Context: an optimization exercise on an open-source flow, tuned for small area, a short achievable clock period and few clock cycles. The choices shown serve that exercise and are no tape-out recipe.
In this exercise RTL edits were held to simulation tests only and were not proved equivalent to the original.
The clock input has no modelled driver; a real chip could not lean on it and would need a root buffer or a full tree.
Power figures rest on the tool's default switching activity, not on a simulated workload.

[design/flow/design.v]
`timescale 1ns / 1ps
`default_nettype none
module blur_unit #(
    parameter W = 16,
    parameter FREE = 0
) (
    input wire clk_in,
    input wire rst_in,
    input wire in_v,
    input wire [7:0] in_d,
    input wire [2*$clog2(W)-1:0] in_addr,  
    output logic out_v,
    output logic [7:0] out_d,
    output logic [2*$clog2(W)-1:0] out_addr,
    output logic sub_v  
);
    localparam XW = $clog2(W);
    wire [XW-1:0] ix = in_addr[XW-1:0];
    wire [XW-1:0] iy = in_addr[2*XW-1:XW];
    logic [XW-1:0] fx;
    logic flushing;
    wire tok = in_v | flushing;
    logic [7:0] lb1 [0:W-1];
    logic [7:0] lb2 [0:W-1];
    always_ff @(posedge clk_in) begin
        if (FREE || tok) begin
            lb1[0] <= in_d;
            lb2[0] <= (iy == 0) ? in_d : lb1[W-1];
            for (int k = 1; k < W; k++) begin
                lb1[k] <= lb1[k-1];
                lb2[k] <= lb2[k-1];
            end
        end
    end
    wire [7:0] mid = lb1[W-1];
    wire [7:0] top = lb2[W-1];
    wire [7:0] bot = flushing ? mid : in_d;
    wire [9:0] vsum = {2'b00, top} + {1'b0, mid, 1'b0} + {2'b00, bot};
    wire vtok = (in_v && iy != 0) || flushing;
    wire [XW-1:0] vxn = flushing ? fx : ix;
    logic [9:0] vr;
    logic vv, vx0, vxl;
    always_ff @(posedge clk_in) begin
        vr <= vsum;
        vx0 <= vxn == 0;
        vxl <= vxn == W-1;
        if (rst_in) begin
            fx <= 0;
            flushing <= 0;
            vv <= 0;
        end else begin
            vv <= vtok;
            if (in_v && ix == W-1 && iy == W-1) flushing <= 1;
            if (flushing) begin
                fx <= fx + 1'b1;
                if (fx == W-1) flushing <= 0;
            end
        end
    end
    logic [9:0] ha, hb;
    logic pend;
    wire [9:0] tc = pend ? hb : vr;
    wire [11:0] hsum = {2'b00, ha} + {1'b0, hb, 1'b0} + {2'b00, tc};
    wire htok = (vv && !vx0) || pend;
    wire [2*XW-1:0] next_addr = out_addr + out_v;
    always_ff @(posedge clk_in) begin
        if (FREE || vv) begin
            ha <= vx0 ? vr : hb;
            hb <= vr;
        end
        out_d <= hsum[11:4];
        if (rst_in) begin
            pend <= 0;
            out_v <= 0;
            sub_v <= 0;
            out_addr <= 0;
        end else begin
            pend <= vv && vxl;
            out_v <= htok;
            sub_v <= htok && !next_addr[0] && !next_addr[XW];
            out_addr <= next_addr;
        end
    end
endmodule
`default_nettype wire
`timescale 1ns / 1ps
`default_nettype none
module gaussian_pyramid #(
                    parameter BIT_DEPTH = 8,
                    parameter TOP_WIDTH = 16,
                    parameter TOP_HEIGHT = 16
                    ) (
                    input wire clk_in,
                    input wire rst_in,
                    output logic [$clog2(TOP_WIDTH * TOP_HEIGHT)-1:0] ext_read_addr,
                    output logic ext_read_addr_valid,
                    input wire [BIT_DEPTH-1:0] ext_pixel_in,
                    output logic [$clog2(TOP_WIDTH * TOP_HEIGHT)-1:0] O1L1_write_addr,
                    output logic O1L1_write_valid,
                    output logic [BIT_DEPTH-1:0] O1L1_pixel_out,
                    output logic [$clog2(TOP_WIDTH * TOP_HEIGHT)-1:0] O1L2_write_addr,
                    output logic O1L2_write_valid,
                    output logic [BIT_DEPTH-1:0] O1L2_pixel_out,
                    output logic [$clog2(TOP_WIDTH * TOP_HEIGHT)-1:0] O1L3_write_addr,
                    output logic O1L3_write_valid,
                    output logic [BIT_DEPTH-1:0] O1L3_pixel_out,
                    output logic [$clog2(TOP_WIDTH / 2 * TOP_HEIGHT / 2)-1:0] O2L1_write_addr,
                    output logic O2L1_write_valid,
                    output logic [BIT_DEPTH-1:0] O2L1_pixel_out,
                    output logic [$clog2(TOP_WIDTH / 2 * TOP_HEIGHT / 2)-1:0] O2L2_write_addr,
                    output logic O2L2_write_valid,
                    output logic [BIT_DEPTH-1:0] O2L2_pixel_out,
                    output logic [$clog2(TOP_WIDTH / 2 * TOP_HEIGHT / 2)-1:0] O2L3_write_addr,
                    output logic O2L3_write_valid,
                    output logic [BIT_DEPTH-1:0] O2L3_pixel_out,
                    output logic [$clog2(TOP_WIDTH / 4 * TOP_HEIGHT / 4)-1:0] O3L1_write_addr,
                    output logic O3L1_write_valid,
                    output logic [BIT_DEPTH-1:0] O3L1_pixel_out,
                    output logic [$clog2(TOP_WIDTH / 4 * TOP_HEIGHT / 4)-1:0] O3L2_write_addr,
                    output logic O3L2_write_valid,
                    output logic [BIT_DEPTH-1:0] O3L2_pixel_out,
                    output logic [$clog2(TOP_WIDTH / 4 * TOP_HEIGHT / 4)-1:0] O3L3_write_addr,
                    output logic O3L3_write_valid,
                    output logic [BIT_DEPTH-1:0] O3L3_pixel_out,
                    input wire start_in,
                    output logic pyramid_done
                    );
    logic rd_v1, rd_v2;
    always_ff @(posedge clk_in) begin
        if (rst_in) begin
            ext_read_addr_valid <= 0;
            ext_read_addr <= 0;
            rd_v1 <= 0;
            rd_v2 <= 0;
            O1L1_write_valid <= 0;
            O1L1_write_addr <= 0;
        end else begin
            if (start_in) ext_read_addr_valid <= 1;
            else if (ext_read_addr == 8'hff) ext_read_addr_valid <= 0;
            ext_read_addr <= ext_read_addr + ext_read_addr_valid;
            rd_v1 <= ext_read_addr_valid;
            rd_v2 <= rd_v1;
            O1L1_write_valid <= rd_v2;
            O1L1_write_addr <= O1L1_write_addr + O1L1_write_valid;
        end
        O1L1_pixel_out <= ext_pixel_in;
    end
    logic o1_sub, o1l2_sub, o2_sub, o2l2_sub, o3l2_sub, o3l3_sub;
    blur_unit #(.W(16), .FREE(1)) b1 (
        .clk_in(clk_in), .rst_in(rst_in),
        .in_v(O1L1_write_valid), .in_d(O1L1_pixel_out), .in_addr(O1L1_write_addr),
        .out_v(O1L2_write_valid), .out_d(O1L2_pixel_out), .out_addr(O1L2_write_addr),
        .sub_v(o1l2_sub));
    blur_unit #(.W(16), .FREE(1)) b2 (
        .clk_in(clk_in), .rst_in(rst_in),
        .in_v(O1L2_write_valid), .in_d(O1L2_pixel_out), .in_addr(O1L2_write_addr),
        .out_v(O1L3_write_valid), .out_d(O1L3_pixel_out), .out_addr(O1L3_write_addr),
        .sub_v(o1_sub));
    assign O2L1_write_valid = o1_sub;
    assign O2L1_pixel_out = O1L3_pixel_out;
    assign O2L1_write_addr = {O1L3_write_addr[7:5], O1L3_write_addr[3:1]};
    blur_unit #(.W(8), .FREE(0)) b3 (
        .clk_in(clk_in), .rst_in(rst_in),
        .in_v(o1_sub), .in_d(O1L3_pixel_out), .in_addr(O2L1_write_addr),
        .out_v(O2L2_write_valid), .out_d(O2L2_pixel_out), .out_addr(O2L2_write_addr),
        .sub_v(o2l2_sub));
    blur_unit #(.W(8), .FREE(0)) b4 (
        .clk_in(clk_in), .rst_in(rst_in),
        .in_v(O2L2_write_valid), .in_d(O2L2_pixel_out), .in_addr(O2L2_write_addr),
        .out_v(O2L3_write_valid), .out_d(O2L3_pixel_out), .out_addr(O2L3_write_addr),
        .sub_v(o2_sub));
    assign O3L1_write_valid = o2_sub;
    assign O3L1_pixel_out = O2L3_pixel_out;
    assign O3L1_write_addr = {O2L3_write_addr[5:4], O2L3_write_addr[2:1]};
    blur_unit #(.W(4), .FREE(0)) b5 (
        .clk_in(clk_in), .rst_in(rst_in),
        .in_v(o2_sub), .in_d(O2L3_pixel_out), .in_addr(O3L1_write_addr),
        .out_v(O3L2_write_valid), .out_d(O3L2_pixel_out), .out_addr(O3L2_write_addr),
        .sub_v(o3l2_sub));
    blur_unit #(.W(4), .FREE(0)) b6 (
        .clk_in(clk_in), .rst_in(rst_in),
        .in_v(O3L2_write_valid), .in_d(O3L2_pixel_out), .in_addr(O3L2_write_addr),
        .out_v(O3L3_write_valid), .out_d(O3L3_pixel_out), .out_addr(O3L3_write_addr),
        .sub_v(o3l3_sub));
    always_ff @(posedge clk_in) begin
        if (rst_in) pyramid_done <= 0;
        else pyramid_done <= O3L3_write_valid && O3L3_write_addr == 4'hf;
    end
endmodule
`default_nettype wire
[design/flow/flow/run.sh]
#!/bin/bash
set -euo pipefail
bash standard.sh "POST_CTS_TCL=$PWD/flow/post_cts.tcl" SETUP_SLACK_MARGIN=6.9 BUFFER_PORTS_ARGS=-buffer_cell\ sky130_fd_sc_hd__buf_2 CTS_ARGS=-sink_clustering_enable\ -repair_clock_nets\ -dont_use_dummy_load\ -sink_clustering_size\ 30\ -sink_clustering_max_diameter\ 60 finish > standard_flow.log 2>&1
[design/flow/flow/post_cts.tcl]
# Rebuild the top of the clock tree with one buffer level less: the clock
# port drives four buffers (one per quadrant of the leaf buffers), each of
# which drives the leaf buffers of its quadrant directly. Leaf buffers and
# their flip-flops stay as CTS built them, so the tree stays balanced.
set block [ord::get_db_block]
set clk_port_net [[$block findBTerm clk_in] getNet]
set master [[ord::get_db] findMaster sky130_fd_sc_hd__clkbuf_16]

# the buffers the port drives, then every buffer level down to the leaves
proc drv_buffers {net} {
  set res {}
  foreach it [$net getITerms] {
    if {[$it isInputSignal]} {
      set inst [$it getInst]
      if {[string match "sky130_fd_sc_hd__clkbuf*" [[$inst getMaster] getName]]} { lappend res $inst }
    }
  }
  return $res
}
proc out_net {inst} {
  foreach it [$inst getITerms] { if {[$it isOutputSignal]} { return [$it getNet] } }
}
set upper {}
set level [drv_buffers $clk_port_net]
set leaves {}
# descend until the next level drives no more clock buffers
while {1} {
  set next {}
  foreach b $level { set next [concat $next [drv_buffers [out_net $b]]] }
  if {[llength $next] == 0} { set leaves $level; break }
  set upper [concat $upper $level]
  set level $next
}
puts "post_cts: [llength $upper] upper buffers, [llength $leaves] leaf buffers"
if {[llength $upper] == 0} { return }

# split leaves into four groups: by median x, then by median y in each half
proc med {vals} { set s [lsort -integer $vals]; return [lindex $s [expr {[llength $s]/2}]] }
proc cx {i} { set b [$i getBBox]; return [expr {([$b xMin]+[$b xMax])/2}] }
proc cy {i} { set b [$i getBBox]; return [expr {([$b yMin]+[$b yMax])/2}] }
set xs {}; foreach l $leaves { lappend xs [cx $l] }
set mx [med $xs]
set halves [list {} {}]
foreach l $leaves { if {[cx $l] < $mx} { lset halves 0 [concat [lindex $halves 0] $l] } else { lset halves 1 [concat [lindex $halves 1] $l] } }
set groups {}
foreach h $halves {
  set ys {}; foreach l $h { lappend ys [cy $l] }
  set my [med $ys]
  set lo {}; set hi {}
  foreach l $h { if {[cy $l] < $my} { lappend lo $l } else { lappend hi $l } }
  lappend groups $lo $hi
}

# remove the upper levels
foreach b $upper {
  set n [out_net $b]
  odb::dbInst_destroy $b
  if {$n ne "NULL" && $n ne ""} { odb::dbNet_destroy $n }
}
# new roots
set gi 0
foreach g $groups {
  if {[llength $g] == 0} { continue }
  set sx 0; set sy 0
  foreach l $g { set sx [expr {$sx + [cx $l]}]; set sy [expr {$sy + [cy $l]}] }
  set sx [expr {$sx / [llength $g]}]; set sy [expr {$sy / [llength $g]}]
  set name "clkroot_${gi}_clk_in"
  set inst [odb::dbInst_create $block $master $name]
  set net [odb::dbNet_create $block "clknet_root_${gi}_clk_in"]
  $net setSigType CLOCK
  $inst setLocation $sx $sy
  $inst setPlacementStatus PLACED
  foreach it [$inst getITerms] {
    set mt [[$it getMTerm] getName]
    if {$mt eq "A"} { $it connect $clk_port_net }
    if {$mt eq "X"} { $it connect $net }
  }
  foreach l $g {
    foreach it [$l getITerms] { if {[$it isInputSignal]} { $it disconnect; $it connect $net } }
  }
  incr gi
}
puts "post_cts: $gi root buffers"
detailed_placement
check_placement -verbose
estimate_parasitics -placement
[design/flow/standard.sh]
#!/bin/bash
# synth_recipe.tcl (not shown) runs the flow's synth.tcl, then flattens the netlist and writes it again
# the make line also repeats each setting of config.mk as NAME=value (left out here)
make -C /OpenROAD-flow-scripts/flow DESIGN_CONFIG=/design/flow/config.mk WORK_HOME=/design/flow/orfs CLKGATE_MAP_FILE= SYNTH_SCRIPT=/design/flow/synth_recipe.tcl "${@:-finish}"
[design/flow/config.mk]
export PLATFORM = sky130hd
export DESIGN_NAME = gaussian_pyramid
export DESIGN_NICKNAME = gaussian_pyramid
export VERILOG_FILES = /design/flow/design.v
export SDC_FILE = /design/flow/constraint.sdc
export NUM_CORES = 8
export LEC_CHECK = 0
export CAP_MARGIN = 20
export CORE_MARGIN = 2
export CORE_UTILIZATION = 60
export SLEW_MARGIN = 20
export SYNTH_MEMORY_MAX_BITS = 16384
[design/flow/constraint.sdc]
create_clock -name core_clock -period 10.0 [get_ports {clk_in}]
set_input_delay 2.0000 -clock core_clock [delete_from_list [all_inputs] [get_ports {clk_in}]]
set_output_delay 2.0000 -clock core_clock [all_outputs]
set_load 0.01 [all_outputs]
==> summary.txt, run 1 <==
Outcome
  – Status: finished clean

Yosys
  – Synth top area share: 0.391
  – Post-synth EDFFs: approximately 460
  – Count leader, synth: dfxtp_1
  – Synth area leader: dfxtp_1
  – Area contributors post-synth: dfxtp_1, edfxtp_1, mux2_2, fa_1, ha_1
  – Yosys cell types: 54
  – Seq/Total Area, Yosys: 0.740
  – Async S/R FF share, synth: 0
  – Yosys reg bits: around 1200
  – Main synth FF type: dfxtp_1
  – Synth top cells by count: dfxtp_1, edfxtp_1, mux2_2
  – Syn_nets: approximately 2700
  – Gate Count Post-Synth: between 2000 and 2500
  – Area of the mapped netlist: 0.0400 mm^2
  – Yosys warns: 10
  – Syn Area/Cell: approximately 16 um^2

Critical path
  – Arrival @ worst endpoint: 1.06 ns
  – Worst Path Max Fanout: 5
  – Critical-path cell list: buf_6
  – CP max stage delay: 0.45 ns
  – WP data required: 8.00 ns
  – Crit Path Class: flop to primary output
  – Crit. End Element: primary output
  – CP top delay family: flip-flops
  – Crit path buf inv count: 1
  – Startpoint Class: flop
  – Worst path slowest cell: dfxtp_4

Die
  – Core area: about 0.066 mm^2
  – Area of the die: between 0.06 and 0.07 mm^2
  – IO Count: around 160
  – Initial core utilization: 0.607
  – Rows: 94
  – Die width: 262 um
  – Die H: 262 um

STA
  – Hold_ws: ~0.29 ns
  – Final worst setup slack: between 6 and 7 ns
  – Rel. slew slack: 0.317
  – Hold Vio Cnt, Final: 0
  – Min cycle time layout: about 3.1 ns
  – Fin crit share: 0.306
  – Clock skew: between 0.04 and 0.05 ns
  – Final TNS setup: 0 ns
  – Worst-Margin Slew: ~1.0 ns
  – Final number of setup-violating endpoints: 0
  – Max Freq: ~330 MHz
  – RSZ-0062 raised after global routing: false
  – Fin. max-slew vios: 0

Final layout
  – # diodes: 0
  – Final Util: 0.683
  – P&R area growth vs syn: 12.6%
  – Finished Cell Area: around 0.045 mm^2
  – Seq. cell area: between 0.02 and 0.03 mm^2
  – Total Nets Final: between 2000 and 3000
  – Layout cells sized above 1: 0.243
  – Area occupied by multi-input gates: a little under 0.01 mm^2
  – Filler cells: around 4400

Pwr
  – VDD IR max: between 0.0002 and 0.00025 V
  – Pwr per Cell Area: about 280 mW/mm^2
  – Logic pwr share: 0.266
  – NetSw: approximately 0.0035 W
  – Clk pwr share: 0.197
  – Sw Ratio: 0.279
  – Share of power burned in registers: 0.537
  – Pleak: between 15 and 20 nW
  – Power Internal: approximately 0.009 W

Routing
  – Final WL: 61600 um
  – Antenna viol nets, final: 0
  – WL/cell: roughly 17 um
  – Number of remaining DRC errors: 0
  – Pre-antenna DRT Iters: 7
  – DR vias/cell: between 5 and 6
  – Iter 0 DRT Violations: 984
  – Routed vias: 18500

Clocking
  – Clk slew on worst S/H paths: ~0.10 ns
  – Worst skew pair latency: 0.46 ns
  – Clk sinks: between 1000 and 1500

Global routing
  – Pin count of the biggest net entering global routing: 78
  – Initial antenna violation count: 0
  – Total track usage: 0.182
  – Number of global-route vias before repair: 18700
  – Global-route wire length before repair: 98000 um
  – GRT overflow: 0

Placed design
  – Pre-CTS WS: 6.51 ns
  – Placed Area: 0.0416 mm^2
  – DP Wirelength: 39800 um
  – Final Wtd Congestion: between 0.7 and 0.8
  – Buffers on Ports: ~160

Hold path
  – Worst Hold Class: flop to flop

Run
  – Max Cap Viol: 0
==> state kept, by name, summed over array words and instances, names as in the netlist, 32 cells and up <==
signal / cells
b2.lb2: 128
b4.lb1: 64
b5.lb1: 32
b4.lb2: 64
b3.lb2: 64
b1.lb2: 128
b1.lb1: 128
b3.lb1: 64
b6.lb2: 32
b5.lb2: 32
b6.lb1: 32
b2.lb1: 128
==> path summary, 6_finish.rpt <==
kind / startpoint / end / slack, ns / cells after the start
max: b4.out_d[4] / O3L1_pixel_out[4] / 6.94 / 1
min: b2.lb2[1][0] / b2.lb2[2][0] / 0.29 / 0
max reg2reg: b5.pend / b5.out_d[6] / 7.06 / 7
min reg2reg: b2.lb2[1][0] / b2.lb2[2][0] / 0.29 / 0
==> through the flow <==
stage / cells / power (W)
after floorplan: 2456 / 0.00907
after detailed placement: 3421 / 0.00999
final: 3596 / 0.0126
after global placement: 3421 / 0.00991
after global routing: 3596 / 0.0134
==> area by class of cell, without the clock buffers <==
type	instances	share of cell area
repair buffers	275	0.0522
multi-input cells	1072	0.218
plain buffers	4	0.00222
well taps	864	0.0240
inverters	78	0.00651
flip-flops and latches	1245	0.665
==> cells in the final DEF (no fill, tap or decap), drive strengths merged, types with 4 or more instances in the layout <==
cell and instances:
nor3 16, o21bai 15, o31ai 10, and2 4, buf 275, or2 4
a21boi 7, nand3 28, dfxtp 781, o22ai 5, xor2 64, a21oi 69
nand4 20, inv 78, and3 6, fa 102, o21ai 40, edfxtp 464
ha 132, clkbuf 62, mux2i 26, xnor2 51, nor2 152, mux2 190
nand2 45, o21a 14, nor2b 21, a21o 13
==> power by group through the flow <==
| stage | registers (W) | clock network (W) | logic, W |
|---|---|---|---|
| after floorplan | 0.00668 | 0 | 0.00239 |
| final | 0.00677 | 0.00249 | 0.00336 |
| after global routing | 0.00688 | 0.00274 | 0.00382 |
| after global placement | 0.00688 | 0 | 0.00303 |
| after detailed placement | 0.00690 | 0 | 0.00308 |
==> layer usage <==
metal / share of wire / routed length, um / track usage
met1: 0.47 / 28700 / 0.254
met2: 0.47 / 29100 / 0.300
met3: 0.042 / 2570 / 0.0325
met4: 0.021 / 1270 / 0.0421
met5: 0 / 0 / 0
==> logic make-up after synthesis <==
logic type | share of synthesized area
flops | 0.740
simple gates | 0.0370
fa+ha+maj | 0.0924
mux | 0.0600
compound gates | 0.0303
buf+inv | 0.0155
xor+xnor | 0.0252
Testbench counts, summed over its fixed seeds: cycles 7,392.
==> run 2: changes to the inputs <==
==> design/flow/flow/run.sh (replaced) <==
#!/bin/bash
set -euo pipefail
bash standard.sh "POST_CTS_TCL=$PWD/flow/post_cts.tcl" SETUP_SLACK_MARGIN=7.0 BUFFER_PORTS_ARGS=-buffer_cell\ sky130_fd_sc_hd__buf_2 CTS_ARGS=-sink_clustering_enable\ -repair_clock_nets\ -dont_use_dummy_load\ -sink_clustering_size\ 30\ -sink_clustering_max_diameter\ 60 finish > standard_flow.log 2>&1
==> summary.txt, run 2 <==
Outcome
  – Status: finished clean

STA
  – Final number of setup-violating endpoints: 0
  – Rel. slew slack: 0.316
  – Max Freq: roughly 330 MHz
  – Min cycle time layout: 3.03 ns
  – Fin. max-slew vios: 0
  – Hold Vio Cnt, Final: 0
  – RSZ-0062 raised after global routing: true
  – Fin crit share: 0.303
  – Worst-Margin Slew: 1.03 ns
  – Clock skew: approximately 0.044 ns
  – Final TNS setup: 0 ns

Run
  – Max Cap Viol: 0

Hold path
  – Worst Hold Class: flop to flop
  – Hold Path Stages: 0
  – Hold path start: b2.lb2[8][0]
  – Min-Delay Endpoint: b2.lb2[9][0]

Critical path
  – Reg2Reg Setup Slack: ~7 ns
  – Crit path buf inv count: 1
  – R2R depth: 10
  – Worst path slowest cell: dfxtp_4
  – Startpoint Class: flop
  – Critical-path cell list: buf_6
  – FF-to-FF End: b5.vr[7]
  – WP data required: 8.00 ns
  – Crit. End Element: primary output
  – CP top delay family: flip-flops
  – Worst Path Max Fanout: 3
  – CP max stage delay: 0.43 ns
  – Arrival @ worst endpoint: 1.03 ns
  – Crit Path Class: flop to primary output
  – FF-to-FF Start: b4.out_d[1]

Die
  – Initial core utilization: 0.607
  – IO Count: 156
  – Core area: roughly 0.066 mm^2
  – Die H: 262 um
  – Die width: between 200 and 300 um
  – Area of the die: 0.0687 mm^2
  – Rows: 94

Routing
  – Pre-antenna DRT Iters: 5
  – Number of remaining DRC errors: 0
  – Routed vias: ~19000
  – Iter 0 DRT Violations: roughly 1000
  – Antenna viol nets, final: 0
  – Final WL: ~62000 um
  – WL/cell: approximately 17 um
  – DR vias/cell: about 5.2

Yosys
  – Async S/R FF share, synth: 0
  – Post-synth EDFFs: approximately 460
  – Count leader, synth: dfxtp_1
  – Gate Count Post-Synth: roughly 2500
  – Area contributors post-synth: dfxtp_1, edfxtp_1, mux2_2, fa_1, ha_1
  – Syn_nets: roughly 2700
  – Yosys warns: 10
  – Yosys reg bits: between 1000 and 1500
  – Main synth FF type: dfxtp_1
  – Yosys cell types: 54
  – Synth area leader: dfxtp_1
  – Synth top cells by count: dfxtp_1, edfxtp_1, mux2_2
  – Seq/Total Area, Yosys: 0.740
  – Syn Area/Cell: 16.3 um^2
  – Area of the mapped netlist: approximately 0.04 mm^2
  – Synth top area share: 0.391

Pwr
  – Pleak: between 15 and 20 nW
  – Pwr Total: between 0.01 and 0.015 W
  – Pwr per Cell Area: between 200 and 300 mW/mm^2
  – VDD IR max: between 0.0002 and 0.0003 V

Placed design
  – Placed Area: a little over 0.04 mm^2
  – Placed Instances: around 3400
  – DP Wirelength: between 40000 and 50000 um
  – Final Wtd Congestion: a little under 0.8
  – Buffers on Ports: 155

Global routing
  – Total track usage: 0.184
  – Global-route wire length before repair: 99000 um
  – Initial antenna violation count: 1
  – GRT overflow: 0
  – Number of global-route vias before repair: roughly 19000
  – Pin count of the biggest net entering global routing: 92

Final layout
  – Commonest non-fill, non-tap cell in the layout: dfxtp_1
  – Finished Cell Area: roughly 0.045 mm^2
  – Total Nets Final: a little under 3000
  – Layout cells sized above 1: 0.249
  – Most frequent cells in the layout: dfxtp_1, edfxtp_1, mux2_2
  – # diodes: 0
  – Fin cells: around 3600
  – P&R area growth vs syn: 13.4%

Clocking
  – Clk sinks: between 1000 and 1500
  – Worst skew pair latency: about 0.47 ns
  – Clk slew on worst S/H paths: 0.10 ns
[run 2: cell counts after synthesis]
Identical to the previous run, type by type.
[run 2: kinds of logic after synthesis]
kind of cell / synth area share
flops: 0.740
simple gates: 0.0370
fa+ha+maj: 0.0924
mux: 0.0600
compound gates: 0.0303
buf+inv: 0.0155
xor+xnor: 0.0252
[run 2: cell type report, without the clock buffers]
type	count	area (um^2)
multi-input cells	1072	9830
flip-flops and latches	1245	30000
well taps	864	1080
inverters	78	293
repair buffers	280	2600
fillers	4370	20500
plain buffers	4	100
[run 2: worst max path at each step]
stage | startpoint | cells after the start | to | slack [ns]
6_report | b2.out_d[4] | 1 | O1L3_pixel_out[4] | 6.97
5_1_grt | b2.out_d[1] | 10 | b3.vr[7] | 6.94
3_5_place_dp | rst_in | 4 | b4.sub_v | 6.56
3_3_place_gp | rst_in | 4 | b4.sub_v | 6.61
2_1_floorplan | b6.pend | 9 | b6.out_d[5] | 7.03
[run 2: through the flow]
step	hold slack, ns	util	setup WS (ns)
after global routing	0.280	0.688	6.94
after floorplan	0.310	-	7.03
final	0.286	0.688	6.97
after detailed placement	0.312	0.631	6.56
after global placement	0.310	0.631	6.61
[run 2: where the power goes]
part	total, W	switching (W)	internal, W	leakage [nW]
Sequential	0.00677	0.000468	0.00631	10.8
Clock	0.00252	0.00141	0.00111	0.776
Combinational	0.00340	0.00167	0.00173	6.00
[run 2: per-layer routing]
layer | track usage | routed length (um) | up-vias
li1 | - | - | 9052
met1 | 0.257 | 29000 | 9210
met2 | 0.306 | 29800 | 258
met3 | 0.0258 | 2310 | 90
met4 | 0.0488 | 1300 | 0
met5 | 0 | 0 | -
==> run 3: changes to the inputs <==
==> design/flow/flow/run.sh (replaced) <==
#!/bin/bash
set -euo pipefail
bash standard.sh "POST_CTS_TCL=$PWD/flow/post_cts.tcl" SETUP_SLACK_MARGIN=6.8 BUFFER_PORTS_ARGS=-buffer_cell\ sky130_fd_sc_hd__buf_2 CTS_ARGS=-sink_clustering_enable\ -repair_clock_nets\ -dont_use_dummy_load\ -sink_clustering_size\ 30\ -sink_clustering_max_diameter\ 60 finish > standard_flow.log 2>&1
==> summary.txt, run 3 <==
Die
  – Rows: 94
  – Die width: 262 um
  – Area of the die: 0.0687 mm^2
  – Core area: roughly 0.066 mm^2
  – Initial core utilization: 0.607
  – Die H: about 260 um
  – IO Count: between 150 and 200

Pwr
  – Pwr per Cell Area: 284 mW/mm^2
  – Power Internal: 0.00894 W
  – NetSw: 0.00346 W
  – Clk pwr share: 0.200
  – VDD IR max: 0.000214 V
  – Share of power burned in registers: 0.547
  – Logic pwr share: 0.253
  – Sw Ratio: 0.279
  – Pleak: roughly 17 nW

Critical path
  – Crit Path Class: input pin to flop
  – R2R depth: 8
  – Worst path slowest cell: buf_4
  – CP top delay family: buffers and inverters
  – FF-to-FF End: b2.out_d[6]
  – Reg2Reg Setup Slack: 6.96 ns
  – CP max stage delay: between 0.6 and 0.7 ns
  – Startpoint Class: input pin
  – Arrival @ worst endpoint: about 3.4 ns
  – Critical-path cell list: buf_4, buf_4, nor2_1, and3b_1
  – FF-to-FF Start: b2.pend
  – WP data required: slightly above 10 ns
  – Crit path buf inv count: 2
  – Worst path most repeated cell: buf_4
  – Crit. End Element: flop
  – Worst Path Max Fanout: 71

Placed design
  – Final Wtd Congestion: roughly 0.80
  – Buffers on Ports: ~160
  – Placed Area: 0.0416 mm^2
  – Pre-CTS WS: between 6 and 7 ns
  – DP Wirelength: 39800 um

Yosys
  – Main synth FF type: dfxtp_1
  – Seq/Total Area, Yosys: 0.740
  – Synth top area share: 0.391
  – Post-synth EDFFs: approximately 460
  – Yosys warns: 10
  – Syn Area/Cell: roughly 16 um^2
  – Async S/R FF share, synth: 0
  – Synth top cells by count: dfxtp_1, edfxtp_1, mux2_2
  – Yosys reg bits: about 1200
  – Yosys cell types: 54
  – Count leader, synth: dfxtp_1
  – Syn_nets: ~2700
  – Synth area leader: dfxtp_1
  – Area of the mapped netlist: roughly 0.04 mm^2
  – Area contributors post-synth: dfxtp_1, edfxtp_1, mux2_2, fa_1, ha_1
  – Gate Count Post-Synth: between 2000 and 2500

STA
  – RSZ-0062 raised after global routing: true
  – Rel. slew slack: 0.324
  – Max Freq: roughly 330 MHz
  – Final TNS setup: 0 ns
  – Fin. max-slew vios: 0
  – Fin crit share: 0.305
  – Final worst setup slack: 6.95 ns
  – Hold Vio Cnt, Final: 0
  – Clock skew: ~0.045 ns
  – Worst-Margin Slew: 1.01 ns
  – Min cycle time layout: a little over 3 ns
  – Final number of setup-violating endpoints: 0

Hold path
  – Hold Path Stages: 0
  – Min-Delay Endpoint: b2.lb2[2][0]
  – Worst Hold Class: flop to flop
  – Hold path start: b2.lb2[1][0]

Final layout
  – Layout cells sized above 1: 0.208
  – P&R area growth vs syn: 9.10%
  – Most frequent cells in the layout: dfxtp_1, edfxtp_1, mux2_2
  – Commonest non-fill, non-tap cell in the layout: dfxtp_1
  – Finished Cell Area: 0.0436 mm^2
  – # diodes: 0
  – Total Nets Final: 2883

Global routing
  – Initial antenna violation count: 1
  – Global-route wire length before repair: between 90000 and 100000 um
  – GRT overflow: 0
  – Total track usage: 0.175
  – Pin count of the biggest net entering global routing: between 70 and 80
  – Number of global-route vias before repair: 18200

Clocking
  – Clk sinks: approximately 1200
  – Clk slew on worst S/H paths: 0.10 ns
  – Worst skew pair latency: ~0.45 ns

Routing
  – Iter 0 DRT Violations: 943
  – Pre-antenna DRT Iters: 4
  – DR vias/cell: slightly above 5
  – Final WL: just under 60000 um
  – Number of remaining DRC errors: 0
  – Antenna viol nets, final: 0
  – WL/cell: around 17 um
  – Routed vias: 18200

Outcome
  – Status: finished clean

Run
  – Max Cap Viol: 0
==> run 3: cell counts after synthesis <==
No cell type changed its count.
==> run 3: layout make-up, without the clock buffers <==
cell class / instances / area [um^2]
flip-flops and latches: 1245 / 29800
inverters: 78 / 293
multi-input cells: 1072 / 9800
plain buffers: 4 / 100
fillers: 4594 / 22300
repair buffers: 179 / 1070
well taps: 864 / 1080
==> run 3: power groups by stage <==
stage / sequential, W / combinational (W) / clock, W
final: 0.00678 / 0.00314 / 0.00249
after global routing: 0.00690 / 0.00359 / 0.00273
after detailed placement: 0.00690 / 0.00308 / 0
after global placement: 0.00688 / 0.00303 / 0
after floorplan: 0.00668 / 0.00239 / 0
==> run 3: logic make-up after synthesis <==
logic type / after synthesis / share of synthesized area
xor gates and xnor gates: 115 / 0.0252
adders and majority gates: 234 / 0.0924
AOI/OAI and AO/OA: 192 / 0.0303
and+or+nand+nor: 315 / 0.0370
muxes: 216 / 0.0600
buffers and inverters: 139 / 0.0155
DFF: 1245 / 0.740
==> run 3: per-layer routing <==
| metal | global-route usage | up-vias | wire, um |
|---|---|---|---|
| met3 | 0.0294 | 89 | 2270 |
| li1 | - | 8835 | - |
| met4 | 0.0395 | 0 | 1240 |
| met5 | 0 | - | 0 |
| met2 | 0.288 | 253 | 27800 |
| met1 | 0.246 | 8973 | 28000 |
==> run 3: worst max-delay path by stage <==
stage	startpoint	end	slack, ns	depth (start not counted)
2_1_floorplan	b3.flushing	b3.lb1[0][0]	6.96	3
3_3_place_gp	rst_in	b4.sub_v	6.55	4
3_5_place_dp	rst_in	b4.sub_v	6.51	4
5_1_grt	b6.flushing	b6.vr[7]	6.80	10
6_report	rst_in	b4.sub_v	6.95	4
==> run 3: through the flow <==
| step | utilization | total power [W] | hold WS, ns | instances |
|---|---|---|---|---|
| after floorplan | - | 0.00907 | 0.310 | 2456 |
| after global placement | 0.631 | 0.00991 | 0.310 | 3421 |
| after detailed placement | 0.631 | 0.00999 | 0.312 | 3421 |
| after global routing | 0.662 | 0.0132 | 0.291 | 3500 |
| final | 0.662 | 0.0124 | 0.287 | 3500 |
==> run 4: changes to the inputs <==
==> design/flow/flow/run.sh (replaced) <==
#!/bin/bash
set -euo pipefail
bash standard.sh "POST_CTS_TCL=$PWD/flow/post_cts.tcl" SETUP_SLACK_MARGIN=6.85 BUFFER_PORTS_ARGS=-buffer_cell\ sky130_fd_sc_hd__buf_2 CTS_ARGS=-sink_clustering_enable\ -repair_clock_nets\ -dont_use_dummy_load\ -sink_clustering_size\ 30\ -sink_clustering_max_diameter\ 60 finish > standard_flow.log 2>&1
==> summary.txt, run 4 <==
Pwr
  – Sw Ratio: 0.279
  – Pwr Total: ~0.013 W
  – VDD IR max: between 0.0002 and 0.00025 V
  – Logic pwr share: 0.261
  – Power Internal: ~0.0090 W
  – Clk pwr share: 0.199
  – Share of power burned in registers: 0.541
  – Pleak: 17.3 nW
  – NetSw: between 0.003 and 0.004 W
  – Pwr per Cell Area: ~280 mW/mm^2

Yosys
  – Area contributors post-synth: dfxtp_1, edfxtp_1, mux2_2, fa_1, ha_1
  – Synth top cells by count: dfxtp_1, edfxtp_1, mux2_2
  – Synth area leader: dfxtp_1
  – Count leader, synth: dfxtp_1
  – Synth top area share: 0.391
  – Yosys warns: 10
  – Post-Synth Adder-Cell Area: 0.0924
  – Yosys reg bits: about 1200
  – Main combinational cell family by area after synthesis: adder cells
  – Gate Count Post-Synth: ~2500
  – Syn_nets: approximately 2700
  – Seq/Total Area, Yosys: 0.740
  – XOR/XNOR share of the synthesized area: 0.0252
  – Multiplexer area fraction after synthesis: 0.0600
  – Async S/R FF share, synth: 0
  – Simple-gate share of the synthesized area: 0.0370
  – Syn Area/Cell: ~16 um^2
  – Area of the mapped netlist: ~0.04 mm^2
  – Yosys cell types: 54
  – Post-synthesis compound-gate area fraction: 0.0303
  – Main synth FF type: dfxtp_1
  – Post-synth EDFFs: about 460

Clocking
  – Clk slew on worst S/H paths: around 0.1 ns
  – Worst skew pair latency: around 0.46 ns
  – Clk sinks: roughly 1200

Critical path
  – FF-to-FF Start: b5.pend
  – FF-to-FF End: b5.out_d[6]
  – Critical-path cell list: buf_6
  – Crit Path Class: flop to primary output
  – Reg2Reg Setup Slack: a little over 7 ns
  – WP data required: about 8.0 ns
  – R2R depth: 7
  – CP top delay family: flip-flops
  – CP max stage delay: between 0.4 and 0.5 ns
  – Worst path slowest cell: dfxtp_4
  – Arrival @ worst endpoint: about 1.1 ns
  – Worst Path Max Fanout: 5
  – Startpoint Class: flop
  – Crit. End Element: primary output
  – CP startpoint: b4.out_d[4]
  – Crit path buf inv count: 1

Routing
  – Iter 0 DRT Violations: between 900 and 1000
  – Routed vias: roughly 18000
  – Antenna viol nets, final: 0
  – Pre-antenna DRT Iters: 8
  – Max Used Layer: met4
  – Met1 wire length: around 28000 um
  – Met3 WL: roughly 2400 um
  – Metal2 WL: between 20000 and 30000 um
  – Number of remaining DRC errors: 0
  – Final WL: between 60000 and 70000 um
  – DR vias/cell: between 5 and 6
  – WL/cell: between 15 and 20 um

Run
  – Max Cap Viol: 0

Global routing
  – Pin count of the biggest net entering global routing: slightly below 80
  – Initial antenna violation count: 0
  – Total track usage: 0.179
  – GRT overflow: 0
  – Global-route wire length before repair: a little under 100000 um
  – Number of global-route vias before repair: 18500

Die
  – Area of the die: approximately 0.069 mm^2
  – Rows: 94
  – Core area: approximately 0.066 mm^2
  – Die width: ~260 um
  – IO Count: ~160
  – Die H: 262 um
  – Initial core utilization: 0.607

Final layout
  – # diodes: 0
  – Commonest non-fill, non-tap cell in the layout: dfxtp_1
  – Most frequent cells in the layout: dfxtp_1, edfxtp_1, mux2_2
  – P&R area growth vs syn: 11.0%
  – Layout cells sized above 1: 0.233
  – Filler cells: ~4500
  – Finished Cell Area: 0.0444 mm^2
  – Total Nets Final: 2952

Outcome
  – Status: finished clean

Hold path
  – Hold Path Stages: 0
  – Worst Hold Class: flop to flop
  – Min-Delay Endpoint: b2.lb2[2][0]
  – Hold path start: b2.lb2[1][0]

STA
  – Fin crit share: 0.305
  – Min cycle time layout: approximately 3.0 ns
  – Rel. slew slack: 0.327
  – Final number of setup-violating endpoints: 0
  – Hold Vio Cnt, Final: 0
  – Max Freq: between 300 and 400 MHz
  – Final TNS setup: 0 ns
  – Worst-Margin Slew: ~1.0 ns
  – RSZ-0062 raised after global routing: false
  – Clock skew: between 0.04 and 0.05 ns
  – Fin. max-slew vios: 0

Placed design
  – Final Wtd Congestion: about 0.80
  – Placed Area: 0.0416 mm^2
  – DP Wirelength: 39800 um
  – Buffers on Ports: between 150 and 200
[run 4: kinds of logic after synthesis]
kind of cell | after synthesis
flip-flops | 1245
AND/OR/NAND/NOR | 315
adder cells (fa/ha/maj) | 234
multiplexers | 216
AO/OA/AOI/OAI | 192
buffers and inverters | 139
XOR/XNOR | 115
[run 4: through the flow]
step	cells	utilization	hold slack (ns)	worst slack (ns)
3_5_place_dp	3421	0.631	0.312	6.51
6_report	3569	0.674	0.285	6.95
5_1_grt	3569	0.674	0.291	6.85
3_3_place_gp	3421	0.631	0.310	6.55
2_1_floorplan	2456	-	0.310	6.96
[run 4: per-layer routing]
metal,up-vias,track usage
met5,-,0
met4,0,0.0411
met3,93,0.0308
met2,286,0.294
met1,9134,0.251
li1,8981,-
[run 4: layout make-up, without the clock buffers]
type | count | area [um^2] | area share
sequential | 1245 | 29900 | 0.674
multi-input combinational | 1072 | 9800 | 0.221
timing repair buffer | 248 | 1750 | 0.0394
tap | 864 | 1080 | 0.0244
inverter | 78 | 293 | 0.00660
buffer | 4 | 100 | 0.00226
[run 4: worst reg2reg max path, delay by kind of cell, from the launching register on]
kind,cells,cell delay (ns)
flip-flops,1,0.51
AND/OR/NAND/NOR,1,0.19
XOR/XNOR,1,0.14
AO/OA/AOI/OAI,2,0.78
multiplexers,1,0.39
adder cells (fa/ha/maj),2,0.81
[run 4: power by group through the flow]
stage	clock network, W	registers [W]	logic (W)
floorplan	0	0.00668	0.00239
global placement	0	0.00688	0.00303
detailed placement	0	0.00690	0.00308
global route	0.00274	0.00688	0.00372
finish	0.00249	0.00676	0.00326
[run 4: worst max path at each step]
stage | to | cells after the start | slack (ns)
final | O3L1_pixel_out[4] | 1 | 6.95
after global routing | b1.out_d[6] | 8 | 6.85
after global placement | b4.sub_v | 4 | 6.55
after floorplan | b3.lb1[0][0] | 3 | 6.96
after detailed placement | b4.sub_v | 4 | 6.51
==> run 5: changes to the inputs <==
==> design/flow/flow/run.sh (replaced) <==
#!/bin/bash
set -euo pipefail
bash standard.sh "POST_CTS_TCL=$PWD/flow/post_cts.tcl" SETUP_SLACK_MARGIN=6.75 BUFFER_PORTS_ARGS=-buffer_cell\ sky130_fd_sc_hd__buf_2 CTS_ARGS=-sink_clustering_enable\ -repair_clock_nets\ -dont_use_dummy_load\ -sink_clustering_size\ 40\ -sink_clustering_max_diameter\ 55 finish > standard_flow.log 2>&1
==> summary.txt, run 5 <==
Outcome
  – Status: finished clean

Clocking
  – Clk slew on worst S/H paths: 0.11 ns
  – Clk sinks: approximately 1200
  – Worst skew pair latency: ~0.50 ns

Yosys
  – Area contributors post-synth: dfxtp_1, edfxtp_1, mux2_2, fa_1, ha_1
  – Syn Area/Cell: between 15 and 20 um^2
  – Yosys warns: 10
  – Post-synth EDFFs: 464
  – Yosys reg bits: between 1000 and 1500
  – Gate Count Post-Synth: 2456
  – Async S/R FF share, synth: 0
  – Area of the mapped netlist: 0.0400 mm^2
  – Yosys cell types: 54
  – Main synth FF type: dfxtp_1
  – Count leader, synth: dfxtp_1
  – Synth top area share: 0.391
  – Seq/Total Area, Yosys: 0.740
  – Synth top cells by count: dfxtp_1, edfxtp_1, mux2_2
  – Syn_nets: between 2000 and 3000
  – Synth area leader: dfxtp_1

Critical path
  – FF-to-FF Start: b6.pend
  – WP depth: 1
  – Critical-path cell list: buf_2
  – Startpoint Class: flop
  – CP top delay family: flip-flops
  – Arrival @ worst endpoint: approximately 1.1 ns
  – WP data required: 8.00 ns
  – CP startpoint: b5.out_d[4]
  – Crit Path Class: flop to primary output
  – Crit. End Element: primary output
  – R2R depth: 8
  – CP max stage delay: 0.45 ns
  – Worst path slowest cell: dfxtp_1
  – Worst Path Max Fanout: 4
  – Crit path buf inv count: 1
  – Reg2Reg Setup Slack: between 6 and 7 ns

Die
  – Rows: 94
  – Area of the die: 0.0687 mm^2
  – Die H: between 200 and 300 um
  – IO Count: 156
  – Die width: about 260 um
  – Core area: 0.0659 mm^2
  – Initial core utilization: 0.607

Final layout
  – Fin cells: 3492
  – Total Nets Final: approximately 2900
  – Seq. cell area: around 0.030 mm^2
  – Commonest non-fill, non-tap cell in the layout: dfxtp_1
  – Layout cells sized above 1: 0.193
  – # diodes: 0
  – Filler cells: between 4000 and 5000
  – Most frequent cells in the layout: dfxtp_1, edfxtp_1, mux2_2
  – Area occupied by multi-input gates: just under 0.01 mm^2
  – P&R area growth vs syn: 8.72%

Pwr
  – Logic pwr share: 0.244
  – Sw Ratio: 0.279
  – Clk pwr share: 0.212
  – Pleak: around 17 nW
  – NetSw: about 0.0035 W
  – Pwr per Cell Area: around 290 mW/mm^2
  – Power Internal: ~0.0090 W
  – Share of power burned in registers: 0.543
  – VDD IR max: approximately 0.00020 V
  – Pwr Total: 0.0125 W

Routing
  – Routed vias: around 18000
  – Final WL: about 59000 um
  – Pre-antenna DRT Iters: 6
  – Number of remaining DRC errors: 0
  – DR vias/cell: ~5.2
  – Antenna viol nets, final: 0
  – WL/cell: between 15 and 20 um
  – Iter 0 DRT Violations: 960

Global routing
  – Global-route wire length before repair: 94200 um
  – Pin count of the biggest net entering global routing: a little under 80
  – Number of global-route vias before repair: approximately 18000
  – Initial antenna violation count: 1
  – Total track usage: 0.174
  – GRT overflow: 0

Placed design
  – Placed Instances: roughly 3400
  – Buffers on Ports: roughly 160
  – Pre-CTS WS: between 6 and 7 ns
  – DP Wirelength: between 30000 and 40000 um
  – Final Wtd Congestion: roughly 0.8

Hold path
  – Hold Path Stages: 0
  – Worst Hold Class: flop to flop
  – Hold path start: b2.lb2[1][0]

STA
  – Rel. slew slack: 0.321
  – Fin crit share: 0.312
  – Worst-Margin Slew: about 1.0 ns
  – Fin. max-slew vios: 0
  – Min cycle time layout: 3.12 ns
  – Hold Vio Cnt, Final: 0
  – Max Freq: around 320 MHz
  – RSZ-0062 raised after global routing: false
  – Final worst setup slack: 6.88 ns
  – Final TNS setup: 0 ns
  – Final number of setup-violating endpoints: 0
  – Clock skew: 0.0892 ns

Run
  – Max Cap Viol: 0
==> run 5: cell counts after synthesis <==
Identical to the previous run, type by type.
==> run 5: final timing paths <==
path / end
min reg2reg: b2.lb2[2][0]
max: O3L2_pixel_out[4]
max reg2reg: b6.out_d[5]
min: b2.lb2[2][0]
==> run 5: layout make-up, without the clock buffers <==
| type | count | area share |
|---|---|---|
| buffer | 4 | 0.00230 |
| inverter | 78 | 0.00674 |
| multi-input combinational | 1072 | 0.225 |
| sequential | 1245 | 0.683 |
| tap | 864 | 0.0249 |
| timing repair buffer | 163 | 0.0194 |
==> run 5: power by group through the flow <==
| stage | Sequential, W | Combinational [W] | Clock, W |
|---|---|---|---|
| floorplan | 0.00668 | 0.00239 | 0 |
| global placement | 0.00688 | 0.00303 | 0 |
| detailed placement | 0.00690 | 0.00308 | 0 |
| global route | 0.00690 | 0.00350 | 0.00290 |
| finish | 0.00678 | 0.00305 | 0.00265 |
==> run 5: kinds of logic (layout without fill, tap and decap cells) <==
kind of cell | after synthesis | in the layout | synth area share
XOR/XNOR | 115 | 115 | 0.0252
buffers and inverters | 139 | 311 | 0.0155
AND/OR/NAND/NOR | 315 | 315 | 0.0370
AO/OA/AOI/OAI | 192 | 192 | 0.0303
multiplexers | 216 | 216 | 0.0600
flip-flops | 1245 | 1245 | 0.740
adder cells (fa/ha/maj) | 234 | 234 | 0.0924
==> run 5: per-stage QoR <==
stage               utilization  area [um^2]  hold WS, ns
floorplan                     -        40000        0.310
detailed placement        0.631        41600        0.312
global route              0.660        43500        0.264
finish                    0.660        43500        0.262
global placement          0.631        41600        0.310
==> run 5: metal layers <==
metal | vias to the layer above | wire length (um) | track usage
met4 | 0 | 1140 | 0.0383
met1 | 8958 | 27700 | 0.244
met3 | 86 | 2420 | 0.0318
li1 | 8816 | - | -
met5 | - | 0 | 0
met2 | 249 | 27800 | 0.286
==> run 6: changes to the inputs <==
==> design/flow/flow/run.sh (replaced) <==
#!/bin/bash
set -euo pipefail
bash standard.sh "POST_CTS_TCL=$PWD/flow/post_cts.tcl" SETUP_SLACK_MARGIN=6.75 BUFFER_PORTS_ARGS=-buffer_cell\ sky130_fd_sc_hd__buf_2 CTS_ARGS=-sink_clustering_enable\ -repair_clock_nets\ -dont_use_dummy_load\ -sink_clustering_size\ 25\ -sink_clustering_max_diameter\ 50 finish > standard_flow.log 2>&1
==> summary.txt, run 6 <==
Yosys
  – Yosys warns: 10
  – Gate Count Post-Synth: between 2000 and 2500
  – Async S/R FF share, synth: 0
  – Synth area leader: dfxtp_1
  – Area of the mapped netlist: 0.0400 mm^2
  – Main synth FF type: dfxtp_1
  – Synth top area share: 0.391
  – Count leader, synth: dfxtp_1
  – Post-synth EDFFs: between 400 and 500
  – Area contributors post-synth: dfxtp_1, edfxtp_1, mux2_2, fa_1, ha_1
  – Synth top cells by count: dfxtp_1, edfxtp_1, mux2_2
  – Syn Area/Cell: about 16 um^2
  – Yosys cell types: 54
  – Seq/Total Area, Yosys: 0.740
  – Yosys reg bits: approximately 1200
  – Syn_nets: 2701

Pwr
  – Pleak: about 17 nW
  – Pwr per Cell Area: between 200 and 300 mW/mm^2
  – VDD IR max: about 0.00018 V

STA
  – Fin crit share: 0.313
  – Rel. slew slack: 0.318
  – Max Freq: about 320 MHz
  – RSZ-0062 raised after global routing: false
  – Fin. max-slew vios: 0
  – Worst-Margin Slew: slightly above 1 ns
  – Hold Vio Cnt, Final: 0
  – Clock skew: around 0.062 ns
  – Final number of setup-violating endpoints: 0
  – Min cycle time layout: roughly 3.1 ns
  – Final TNS setup: 0 ns

Routing
  – Pre-antenna DRT Iters: 4
  – Routed vias: 18300
  – Antenna viol nets, final: 0
  – Number of remaining DRC errors: 0
  – WL/cell: about 17 um
  – Iter 0 DRT Violations: around 1000
  – Final WL: just under 60000 um
  – DR vias/cell: 5.20

Critical path
  – Crit. End Element: primary output
  – FF-to-FF End: b6.out_d[5]
  – Arrival @ worst endpoint: about 1.1 ns
  – WP data required: approximately 8.0 ns
  – Startpoint Class: flop
  – R2R depth: 8
  – Worst Path Max Fanout: 5
  – CP top delay family: flip-flops
  – Worst path slowest cell: dfxtp_4
  – Reg2Reg Setup Slack: between 6 and 7 ns
  – Crit path buf inv count: 1
  – Crit Path Class: flop to primary output
  – Critical-path cell list: buf_4
  – FF-to-FF Start: b6.pend
  – CP max stage delay: about 0.43 ns

Final layout
  – Finished Cell Area: approximately 0.044 mm^2
  – Layout cells sized above 1: 0.206
  – # diodes: 0
  – Commonest non-fill, non-tap cell in the layout: dfxtp_1
  – Total Nets Final: a little under 3000
  – P&R area growth vs syn: 10.2%
  – Most frequent cells in the layout: dfxtp_1, edfxtp_1, mux2_2

Global routing
  – Number of global-route vias before repair: 18500
  – Pin count of the biggest net entering global routing: 78
  – Global-route wire length before repair: between 90000 and 100000 um
  – GRT overflow: 0
  – Total track usage: 0.177
  – Initial antenna violation count: 1

Die
  – Area of the die: just under 0.07 mm^2
  – Die width: between 200 and 300 um
  – Initial core utilization: 0.607
  – Core area: between 0.06 and 0.07 mm^2
  – Die H: between 200 and 300 um
  – IO Count: between 150 and 200
  – Rows: 94

Placed design
  – Buffers on Ports: about 160
  – Placed Area: 0.0416 mm^2
  – Final Wtd Congestion: 0.796
  – DP Wirelength: around 40000 um

Hold path
  – Hold Path Stages: 0
  – Worst Hold Class: flop to flop
  – Min-Delay Endpoint: b2.lb2[2][0]
  – Hold path start: b2.lb2[1][0]

Clocking
  – Worst skew pair latency: ~0.53 ns
  – Clk slew on worst S/H paths: roughly 0.09 ns
  – Clk sinks: approximately 1200

Run
  – Max Cap Viol: 0

Outcome
  – Status: finished clean
-- run 6: stage by stage --
step	setup slack (ns)	power, W	util	hold slack (ns)	std cells
2_1_floorplan	6.96	0.00907	-	0.310	2456
3_3_place_gp	6.55	0.00991	0.631	0.310	3421
3_5_place_dp	6.51	0.00999	0.631	0.312	3421
5_1_grt	6.75	0.0137	0.669	0.291	3515
6_report	6.87	0.0129	0.669	0.283	3515
-- run 6: power breakdown --
part | switching (W) | internal, W
Combinational | 0.00157 | 0.00150
Clock | 0.00147 | 0.00156
Sequential | 0.000492 | 0.00629
Total | 0.00354 | 0.00935
-- run 6: cell families after synthesis --
kind of cell	count (synthesis)	share of synthesized area
adders and majority gates	234	0.0924
DFF	1245	0.740
and+or+nand+nor	315	0.0370
buffers and inverters	139	0.0155
xor gates and xnor gates	115	0.0252
muxes	216	0.0600
AOI/OAI and AO/OA	192	0.0303
-- run 6: final cells by class, without the clock buffers --
cell class / count / area (um^2)
plain buffers: 4 / 100
fillers: 4554 / 21800
inverters: 78 / 293
well taps: 864 / 1080
multi-input cells: 1072 / 9800
repair buffers: 166 / 891
flip-flops and latches: 1245 / 29700
-- run 6: worst max path at each step --
stage	from	to	slack [ns]	cells past startpoint
after detailed placement	rst_in	b4.sub_v	6.51	4
after global routing	b6.pend	b6.out_d[5]	6.75	8
after floorplan	b3.flushing	b3.lb1[0][0]	6.96	3
after global placement	rst_in	b4.sub_v	6.55	4
final	b4.out_d[4]	O3L1_pixel_out[4]	6.87	1
-- run 6: per-layer routing --
layer | vias up | wire (um) | GRT usage
li1 | 8875 | - | -
met1 | 9063 | 27700 | 0.246
met3 | 88 | 2380 | 0.0319
met5 | - | 0 | 0
met4 | 0 | 1130 | 0.0419
met2 | 261 | 28200 | 0.291
==> run 7: changes to the inputs <==
==> design/flow/flow/run.sh (replaced) <==
#!/bin/bash
set -euo pipefail
bash standard.sh "POST_CTS_TCL=$PWD/flow/post_cts.tcl" SETUP_SLACK_MARGIN=6.6 BUFFER_PORTS_ARGS=-buffer_cell\ sky130_fd_sc_hd__buf_2 CTS_ARGS=-sink_clustering_enable\ -repair_clock_nets\ -dont_use_dummy_load\ -sink_clustering_size\ 30\ -sink_clustering_max_diameter\ 60 finish > standard_flow.log 2>&1
==> summary.txt, run 7 <==
Outcome
  – Status: finished clean

Final layout
  – Layout cells sized above 1: 0.170
  – P&R area growth vs syn: 7.92%
  – Commonest non-fill, non-tap cell in the layout: dfxtp_1
  – Fin cells: about 3500
  – # diodes: 0
  – Filler cells: ~4600
  – Total Nets Final: ~2900
  – Most frequent cells in the layout: dfxtp_1, edfxtp_1, mux2_2

Yosys
  – Syn Area/Cell: 16.3 um^2
  – Synth top cells by count: dfxtp_1, edfxtp_1, mux2_2
  – Syn_nets: 2701
  – Gate Count Post-Synth: ~2500
  – Seq/Total Area, Yosys: 0.740
  – Count leader, synth: dfxtp_1
  – Yosys cell types: 54
  – Post-synth EDFFs: ~460
  – Area of the mapped netlist: ~0.040 mm^2
  – Synth top area share: 0.391
  – Yosys reg bits: 1245
  – Synth area leader: dfxtp_1
  – Yosys warns: 10
  – Async S/R FF share, synth: 0
  – Area contributors post-synth: dfxtp_1, edfxtp_1, mux2_2, fa_1, ha_1
  – Main synth FF type: dfxtp_1

Critical path
  – Crit. End Element: primary output
  – Startpoint Class: flop
  – WP data required: about 8.0 ns
  – FF-to-FF Start: b5.pend
  – Arrival @ worst endpoint: about 1.2 ns
  – Crit path buf inv count: 1
  – CP top delay family: flip-flops
  – Worst Path Max Fanout: 7
  – CP max stage delay: around 0.56 ns
  – Crit Path Class: flop to primary output
  – CP startpoint: b2.out_addr[5]
  – Worst path slowest cell: dfxtp_1
  – Critical-path cell list: buf_2

STA
  – Final TNS setup: 0 ns
  – Fin. max-slew vios: 0
  – RSZ-0062 raised after global routing: false
  – Hold Vio Cnt, Final: 0
  – Clock skew: about 0.046 ns
  – Min cycle time layout: 3.22 ns
  – Fin crit share: 0.322
  – Final number of setup-violating endpoints: 0
  – Rel. slew slack: 0.324
  – Max Freq: about 310 MHz
  – Worst-Margin Slew: roughly 1 ns
  – Hold_ws: approximately 0.29 ns

Die
  – Initial core utilization: 0.607
  – Rows: 94
  – Area of the die: 0.0687 mm^2
  – Die width: 262 um
  – Core area: 0.0659 mm^2
  – IO Count: 156
  – Die H: 262 um

Global routing
  – Number of global-route vias before repair: 18100
  – Total track usage: 0.173
  – Global-route wire length before repair: ~94000 um
  – Pin count of the biggest net entering global routing: slightly below 80
  – Initial antenna violation count: 1
  – GRT overflow: 0

Hold path
  – Hold path start: b2.lb2[1][0]
  – Worst Hold Class: flop to flop

Pwr
  – Pleak: 16.7 nW
  – Pwr per Cell Area: 285 mW/mm^2
  – VDD IR max: ~0.00021 V

Placed design
  – Placed Instances: about 3400
  – Buffers on Ports: 155
  – Final Wtd Congestion: between 0.7 and 0.8
  – DP Wirelength: just under 40000 um

Routing
  – Pre-antenna DRT Iters: 5
  – Final WL: 58600 um
  – WL/cell: ~17 um
  – Routed vias: approximately 18000
  – Iter 0 DRT Violations: roughly 950
  – DR vias/cell: 5.17
  – Antenna viol nets, final: 0
  – Number of remaining DRC errors: 0

Clocking
  – Clk sinks: about 1200
  – Clk slew on worst S/H paths: about 0.1 ns
  – Worst skew pair latency: ~0.45 ns

Run
  – Max Cap Viol: 0
-- run 7: cell counts after synthesis --
Identical to the previous run, type by type.
-- run 7: stage by stage --
step / instance area (um^2) / worst slack [ns] / utilization / total power [W]
floorplan: 40000 / 6.96 / - / 0.00907
global placement: 41600 / 6.55 / 0.631 / 0.00991
detailed placement: 41600 / 6.51 / 0.631 / 0.00999
global route: 43100 / 6.67 / 0.655 / 0.0131
finish: 43100 / 6.78 / 0.655 / 0.0123
-- run 7: routing by layer --
metal | track usage | up-vias | wire (um)
li1 | - | 8801 | -
met1 | 0.244 | 8874 | 27500
met2 | 0.284 | 234 | 27500
met3 | 0.0305 | 85 | 2400
met4 | 0.0397 | 0 | 1220
met5 | 0 | - | 0
-- run 7: power by group --
| group | internal [W] | total (W) | switching (W) |
|---|---|---|---|
| Clock | 0.00110 | 0.00249 | 0.00139 |
| Combinational | 0.00148 | 0.00304 | 0.00156 |
| Sequential | 0.00627 | 0.00676 | 0.000493 |
| Total | 0.00885 | 0.0123 | 0.00344 |
-- run 7: final timing paths --
| kind | to | slack, ns | depth (start not counted) |
|---|---|---|---|
| max | O1L3_write_addr[5] | 6.78 | 1 |
| min | b2.lb2[2][0] | 0.29 | 0 |
| max reg2reg | b5.out_d[6] | 6.88 | 7 |
| min reg2reg | b2.lb2[2][0] | 0.29 | 0 |
-- run 7: final cells by class, without the clock buffers --
cell class,count,area [um^2],area share
Sequential cell,1245,29600,0.686
Multi-Input combinational cell,1072,9800,0.227
Timing Repair Buffer,162,831,0.0193
Tap cell,864,1080,0.0251
Buffer,4,100,0.00232
Inverter,78,293,0.00679
-- run 7: cell families after synthesis --
kind of cell / count (synthesis) / synth area share
AO/OA/AOI/OAI: 192 / 0.0303
AND/OR/NAND/NOR: 315 / 0.0370
flip-flops: 1245 / 0.740
multiplexers: 216 / 0.0600
buffers and inverters: 139 / 0.0155
XOR/XNOR: 115 / 0.0252
adder cells (fa/ha/maj): 234 / 0.0924
==> run 8: changes to the inputs <==
==> design/flow/flow/run.sh (replaced) <==
#!/bin/bash
set -euo pipefail
bash standard.sh "POST_CTS_TCL=$PWD/flow/post_cts.tcl" SETUP_SLACK_MARGIN=6.7 BUFFER_PORTS_ARGS=-buffer_cell\ sky130_fd_sc_hd__buf_2 CTS_ARGS=-sink_clustering_enable\ -repair_clock_nets\ -dont_use_dummy_load\ -sink_clustering_size\ 30\ -sink_clustering_max_diameter\ 60 finish > standard_flow.log 2>&1
==> summary.txt, run 8 <==
Routing
  – DR vias/cell: between 5 and 6
  – Routed vias: around 18000
  – Number of remaining DRC errors: 0
  – Iter 0 DRT Violations: about 970
  – Pre-antenna DRT Iters: 4
  – WL/cell: ~17 um
  – Final WL: 58600 um
  – Antenna viol nets, final: 0

Pwr
  – VDD IR max: between 0.0002 and 0.00025 V
  – Pwr per Cell Area: 285 mW/mm^2
  – Pleak: 16.7 nW

STA
  – Worst-Margin Slew: just over 1 ns
  – Rel. slew slack: 0.324
  – Fin. max-slew vios: 0
  – Min cycle time layout: 3.12 ns
  – RSZ-0062 raised after global routing: false
  – Final TNS setup: 0 ns
  – Final number of setup-violating endpoints: 0
  – Max Freq: ~320 MHz
  – Clock skew: around 0.046 ns
  – Hold Vio Cnt, Final: 0
  – Fin crit share: 0.312

Final layout
  – Fin cells: 3483
  – Commonest non-fill, non-tap cell in the layout: dfxtp_1
  – P&R area growth vs syn: 8.07%
  – # diodes: 0
  – Layout cells sized above 1: 0.180
  – Total Nets Final: around 2900
  – Most frequent cells in the layout: dfxtp_1, edfxtp_1, mux2_2

Hold path
  – Hold Path Stages: 0
  – Worst Hold Class: flop to flop
  – Min-Delay Endpoint: b2.lb2[2][0]
  – Hold path start: b2.lb2[1][0]

Placed design
  – Final Wtd Congestion: just under 0.8
  – Placed Instances: ~3400
  – DP Wirelength: 39800 um
  – Buffers on Ports: around 160

Yosys
  – Seq/Total Area, Yosys: 0.740
  – Gate Count Post-Synth: 2456
  – Yosys reg bits: between 1000 and 1500
  – Synth top area share: 0.391
  – Yosys cell types: 54
  – Post-synth EDFFs: 464
  – Syn_nets: about 2700
  – Synth area leader: dfxtp_1
  – Synth top cells by count: dfxtp_1, edfxtp_1, mux2_2
  – Main synth FF type: dfxtp_1
  – Async S/R FF share, synth: 0
  – Area of the mapped netlist: roughly 0.04 mm^2
  – Yosys warns: 10
  – Count leader, synth: dfxtp_1
  – Area contributors post-synth: dfxtp_1, edfxtp_1, mux2_2, fa_1, ha_1
  – Syn Area/Cell: around 16 um^2

Global routing
  – Total track usage: 0.173
  – Number of global-route vias before repair: approximately 18000
  – GRT overflow: 0
  – Global-route wire length before repair: around 94000 um
  – Pin count of the biggest net entering global routing: 78
  – Initial antenna violation count: 1

Die
  – IO Count: around 160
  – Initial core utilization: 0.607
  – Die H: 262 um
  – Die width: around 260 um
  – Area of the die: about 0.07 mm^2
  – Rows: 94
  – Core area: between 0.06 and 0.07 mm^2

Outcome
  – Status: finished clean

Critical path
  – Arrival @ worst endpoint: between 3 and 4 ns
  – Reg2Reg Setup Slack: ~6.9 ns
  – Startpoint Class: flop
  – Crit Path Class: flop to flop
  – FF-to-FF Start: b5.pend
  – WP data required: about 10 ns
  – Worst Path Max Fanout: 11
  – Crit. End Element: flop
  – FF-to-FF End: b5.out_d[6]
  – R2R depth: 7

Clocking
  – Worst skew pair latency: roughly 0.45 ns
  – Clk slew on worst S/H paths: 0.10 ns
  – Clk sinks: approximately 1200

Run
  – Max Cap Viol: 0
==> run 8: stage by stage <==
step / total power [W] / instance area, um^2 / hold WS (ns) / util / setup WS, ns
2_1_floorplan: 0.00907 / 40000 / 0.310 / - / 6.96
5_1_grt: 0.0131 / 43200 / 0.291 / 0.656 / 6.71
6_report: 0.0123 / 43200 / 0.287 / 0.656 / 6.88
3_5_place_dp: 0.00999 / 41600 / 0.312 / 0.631 / 6.51
3_3_place_gp: 0.00991 / 41600 / 0.310 / 0.631 / 6.55
==> run 8: worst max path at each step <==
stage	start	endpoint	slack (ns)	depth (start not counted)
floorplan	b3.flushing	b3.lb1[0][0]	6.96	3
global placement	rst_in	b4.sub_v	6.55	4
detailed placement	rst_in	b4.sub_v	6.51	4
global route	b5.pend	b5.out_d[6]	6.71	7
finish	b5.pend	b5.out_d[6]	6.88	7
==> run 8: layout make-up, without the clock buffers <==
| class | count | area, um^2 |
|---|---|---|
| Sequential cell | 1245 | 29700 |
| Fill cell | 4645 | 22700 |
| Multi-Input combinational cell | 1072 | 9800 |
| Tap cell | 864 | 1080 |
| Timing Repair Buffer | 162 | 831 |
| Inverter | 78 | 293 |
| Buffer | 4 | 100 |
==> run 8: per-layer routing <==
metal	track usage	routed length (um)	up-vias
met5	0	0	-
met4	0.0397	1220	0
met2	0.284	27500	245
met1	0.244	27600	8890
met3	0.0305	2360	85
li1	-	-	8802
==> run 8: power by group <==
part / switching, W / internal [W] / leakage [nW]
clock: 0.00139 / 0.00110 / 0.764
combinational: 0.00156 / 0.00149 / 5.21
sequential: 0.000493 / 0.00628 / 10.7
total: 0.00344 / 0.00886 / 16.7
==> run 8: critical path: stages (launching register included) <==
cell and delay (ns):
dfxtp_1 0.67, mux2_2 0.41, fa_1 0.45, ha_1 0.36, and3_1 0.19, a311o_1 0.39, a311o_1 0.39, xor2_1 0.14
==> run 8: logic make-up (layout without fill, tap and decap cells) <==
group / Yosys count / count (layout) / share of synthesized area
compound gates: 192 / 192 / 0.0303
xor+xnor: 115 / 115 / 0.0252
fa+ha+maj: 234 / 234 / 0.0924
buf+inv: 139 / 302 / 0.0155
flops: 1245 / 1245 / 0.740
mux: 216 / 216 / 0.0600
simple gates: 315 / 315 / 0.0370

[separate check: timing with driven ports]
No port has a modelled driver above. Below, the same layouts with a new extraction and two added sets of constraints.
Step 1, drivers: a clkbuf_16 drives clk_in and a buf_2 each remaining input, both assumed.
Step 2 times the ports against the registers' clock, not the clock port: input delays grow and output delays shrink by t, the midpoint of the rising clock arrivals with the driver on.
Slacks: no drivers / after step 1 / after step 2; pairs: no drivers / after step 1.
| run | t (ns) | setup slack, ns | hold WS [ns] |
|---|---|---|---|
| run 1 | 0.571 | 6.944 / 6.812 / 6.678 | 0.286 / 0.286 / 0.286 |
| run 2 | 0.572 | 6.969 / 6.839 / 6.746 | 0.286 / 0.287 / 0.287 |
| run 3 | 0.570 | 6.950 / 6.824 / 6.487 | 0.287 / 0.287 / 0.287 |
| run 4 | 0.572 | 6.950 / 6.819 / 6.485 | 0.285 / 0.285 / 0.285 |
| run 5 | 0.603 | 6.880 / 6.747 / 6.467 | 0.262 / 0.262 / 0.262 |
| run 6 | 0.619 | 6.874 / 6.743 / 6.491 | 0.283 / 0.283 / 0.283 |
| run 7 | 0.569 | 6.783 / 6.653 / 6.509 | 0.287 / 0.287 / 0.287 |
| run 8 | 0.569 | 6.879 / 6.751 / 6.499 | 0.287 / 0.287 / 0.287 |
After both steps setup and hold are still met in every run listed. The setup slack of run 4, which loses most, moves by -0.131 ns with the drivers and by -0.465 ns with both steps.
